This design comes from an exercise in tuning for small area and a short achievable clock period on the open sky130 flow, not from production work. Where RTL was checked, it was by simulation tests only, not by an equivalence proof against the original. Power is estimated from default activity; no workload was simulated.

// mproc
module mproc (input wire clk, reset, input wire [15:0] d_in, output wire [6:0] addr, output wire [15:0] d_out);
  reg pa, pb, pc_;           
  reg [15:0] ir;             
  reg op0;                   
  reg carry;
  reg [6:0] pc;
  reg [15:0] opa, opb;
  reg [7:0] bone, btwo, bneg;  
  reg [15:0] ma;             
  always @(posedge clk) begin
    pa  <= reset | pc_;
    pb  <= ~reset & pa;
    pc_ <= ~reset & pb;
  end
  always @(posedge clk) ir <= d_in;
  always @(posedge clk)
    if (reset) op0 <= 1'b0;
    else if (pb) op0 <= d_in[9];
  reg binv;
  always @(posedge clk) binv <= ~reset & (pb ? (d_in[11:9] == 3'd1) : op0);
  wire ld = ir[15];
  wire is_alu = (ir[15:12] == 4'b0000);
  wire wr = ld | is_alu;
  wire [2:0] rd = ir[8:6];
  wire [15:0] alu_o, mul;
  wire cout;
  alu alu_0 ({ir[11:10], op0}, binv, opa, opb, alu_o, cout);
  mul16lo_b mul_0 (ma, bone, btwo, bneg, mul);
  always @(posedge clk) carry <= cout;
  wire sel_mul = pc_ & is_alu & ({ir[11:10], op0} == 3'd5) & ~reset;
  wire [15:0] other = reset ? 16'h0000 : (ld ? d_in : alu_o);
  wire [15:0] wdata = sel_mul ? mul : other;
  wire wen = pc_ & wr;
  wire [7:1] we;
  genvar i;
  ...
Size in the first run: ~1900 cells after synthesis, about 41 I/O pins, ~15000 um^2 of cells after synthesis.
export LEC_CHECK = 0
export ABC_AREA = 1
export CAP_MARGIN = 20
export CORE_MARGIN = 2
export CORE_UTILIZATION = 40
export SETUP_SLACK_MARGIN = 4.5
export SLEW_MARGIN = 20
create_clock -name core_clock -period 10.0 [get_ports {clk}]
run.sh (not shown) runs the stock make flow with config.mk's settings and CLKGATE_MAP_FILE= SYNTH_SCRIPT=/design/flow/synth_recipe.tcl, a recipe that flattens the netlist after the stock synthesis.
The baseline ran to the end with no violations.
Then changed:
==> flow/flow/run.sh (new file) <==
#!/bin/bash
set -euo pipefail
MARGIN=5.6
sed -e "s/SETUP_SLACK_MARGIN=[0-9.]*/SETUP_SLACK_MARGIN=$MARGIN/" \
    -e "s|CLKGATE_MAP_FILE= |CLKGATE_MAP_FILE= 'BUFFER_PORTS_ARGS=-buffer_cell sky130_fd_sc_hd__buf_2' |" \
    standard.sh > my_standard.sh
bash my_standard.sh > layout.log 2>&1
==> flow/standard.sh (new file) <==
#!/bin/bash
# synth_recipe.tcl (not shown) runs the flow's synth.tcl, then flattens the netlist and writes it again
# the make line also repeats each setting of config.mk as NAME=value (left out here)
make -C /OpenROAD-flow-scripts/flow DESIGN_CONFIG=/design/flow/config.mk WORK_HOME=/design/flow/orfs CLKGATE_MAP_FILE= SYNTH_SCRIPT=/design/flow/synth_recipe.tcl "${@:-finish}"
Settings changed: SETUP_SLACK_MARGIN 4.5 to 5.
removed: flow/run.sh
What happened:
- synthesized cell count does not change
- die area is unchanged
- worst setup slack is better by 0.69 ns
- area after synthesis does not change
- sequential power stays flat
- sequential share of layout area falls by 0.79 points
Then changed:
==> flow/run.sh (new file) <==
#!/bin/bash
# synth_recipe.tcl (not shown) runs the flow's synth.tcl, then flattens the netlist and writes it again
# the make line also repeats each setting of config.mk as NAME=value (left out here)
make -C /OpenROAD-flow-scripts/flow DESIGN_CONFIG=/design/flow/config.mk WORK_HOME=/design/flow/orfs CLKGATE_MAP_FILE= SYNTH_SCRIPT=/design/flow/synth_recipe.tcl finish
removed: flow/flow/run.sh
removed: flow/standard.sh
The new run completed without violations.
Wire length hardly moves.
Non-clock buffer count drops by 9.
Register-to-register slack gets worse by 0.27 ns.
Combinational power decreases by roughly a tenth.
Clock-buffer cell count fell by 7.
Via count drops slightly.

## run G
mproc, a different RTL version from the one above (not shown whole).
Size in the first run: ~1400 cells after synthesis, ~210 flip-flops, roughly 41 I/O pins, roughly 15000 um^2 of cells after synthesis.
clock: 10.0 ns
lec_check: 0
cap_margin: 20
core_margin: 2
core_utilization: 40
setup_slack_margin: 5
slew_margin: 20
Stock flow here: none of the scripts above is used.
What run X does differently from run G at the input level:
==> flow/flow/run.sh (new file) <==
#!/bin/bash
set -euo pipefail
MARGIN=6.0
sed -e "s/SETUP_SLACK_MARGIN=[0-9.]*/SETUP_SLACK_MARGIN=$MARGIN/" \
    -e "s|CLKGATE_MAP_FILE= |CLKGATE_MAP_FILE= 'BUFFER_PORTS_ARGS=-buffer_cell sky130_fd_sc_hd__buf_2' |" \
    standard.sh > my_standard.sh
bash my_standard.sh > layout.log 2>&1
==> flow/standard.sh (new file) <==
#!/bin/bash
# synth_recipe.tcl (not shown) runs the flow's synth.tcl, then flattens the netlist and writes it again
# the make line also repeats each setting of config.mk as NAME=value (left out here)
make -C /OpenROAD-flow-scripts/flow DESIGN_CONFIG=/design/flow/config.mk WORK_HOME=/design/flow/orfs CLKGATE_MAP_FILE= SYNTH_SCRIPT=/design/flow/synth_recipe.tcl "${@:-finish}"
removed: flow/run.sh
==> comparison <==
| share of power burned in the clock network | lower: run X |
Comparing run G against run X, there is no change at all in gate count of the mapped netlist.
Cmp run X and run G / global-route usage / higher: run X
Looking at number of design-rule violations left by the first detailed-router iteration, run X sits 7 lower than run G does.
Sequential share of cell area in run X vs run G: down 2.4 points
Cmp run X and run G / first-pass GRT wire length / lower: run G
Sort run X and run G by hold slack asc -> top: run G
Run X: switching share of power 2.2 points below run G
Summary of the comparison: detailed-placement wirelength estimate is higher in run X, relative to run G.
No run of this note included a check of the RTL's function; only the layout flow was run.

## P
mproc, a different RTL version from the one above (not shown whole).
For scale: ~1,500 cells after synthesis, roughly 200 flip-flops, about 41 I/O pins.
==> flow/config.mk <==
export PLATFORM = sky130hd
export DESIGN_NAME = mproc
export DESIGN_NICKNAME = mproc
export VERILOG_FILES = /design/flow/design.v
export SDC_FILE = /design/flow/constraint.sdc
export NUM_CORES = 4
export LEC_CHECK = 0
export CAP_MARGIN = 20
export CORE_MARGIN = 2
export CORE_UTILIZATION = 40
export SETUP_SLACK_MARGIN = 5
export SLEW_MARGIN = 20
==> flow/constraint.sdc <==
create_clock -name core_clock -period 10.0 [get_ports {clk}]
set_input_delay 2.0000 -clock core_clock [delete_from_list [all_inputs] [get_ports {clk}]]
set_output_delay 2.0000 -clock core_clock [all_outputs]
set_load 0.01 [all_outputs]
Stock flow here: none of the scripts above is used.
The inputs of Q differ from those of P as listed below.
--- a/flow/config.mk
+++ b/flow/config.mk
@@ -11 +11 @@
-export SETUP_SLACK_MARGIN = 5
+export SETUP_SLACK_MARGIN = 4
## What came out
The worst hold-check slack of P and that of Q are within noise of each other.
Comparing P against Q, there is no change at all in share of the synthesized area in compound gates (AO/OA/AOI/OAI).
P → Q: total global-route track usage fell 0.42 points; area of the multi-input gates fell by 0.83%.

## separate check: timing with driven ports
No port has a modelled driver above. Below, the same layouts with a new extraction and two added sets of constraints. Step 1, drivers: a clkbuf_16 drives clk and a buf_2 each remaining input, both assumed. Step 2 also shifts input and output timing later by t, the mid clock arrival at the registers, as if the neighbouring blocks saw the same clock. Slacks: ideal / step 1 / step 2; pairs: ideal / step 1.
run | t (ns) | setup WS [ns] | worst setup path at the end
the first run of note 1 | 0.570 | 4.814 / 4.814 / 4.814 | register to register
the second run of note 1 | 0.597 | 5.502 / 5.502 / 5.211 | input to register
the third run of note 1 | 0.570 | 5.228 / 5.228 / 4.925 | input to register
run G | 0.542 | 5.074 / 5.057 / 4.515 | input to register
run X | 0.571 | 5.520 / 5.520 / 5.520 | register to register
P | 0.478 | 5.133 / 5.133 / 4.753 | input to register
Q | 0.482 | 4.344 / 4.344 / 4.344 | register to register
After both steps every run listed still meets setup and hold. For run G, which loses most, drivers alone change the setup slack by -0.017 ns; drivers and shift together by -0.559 ns.
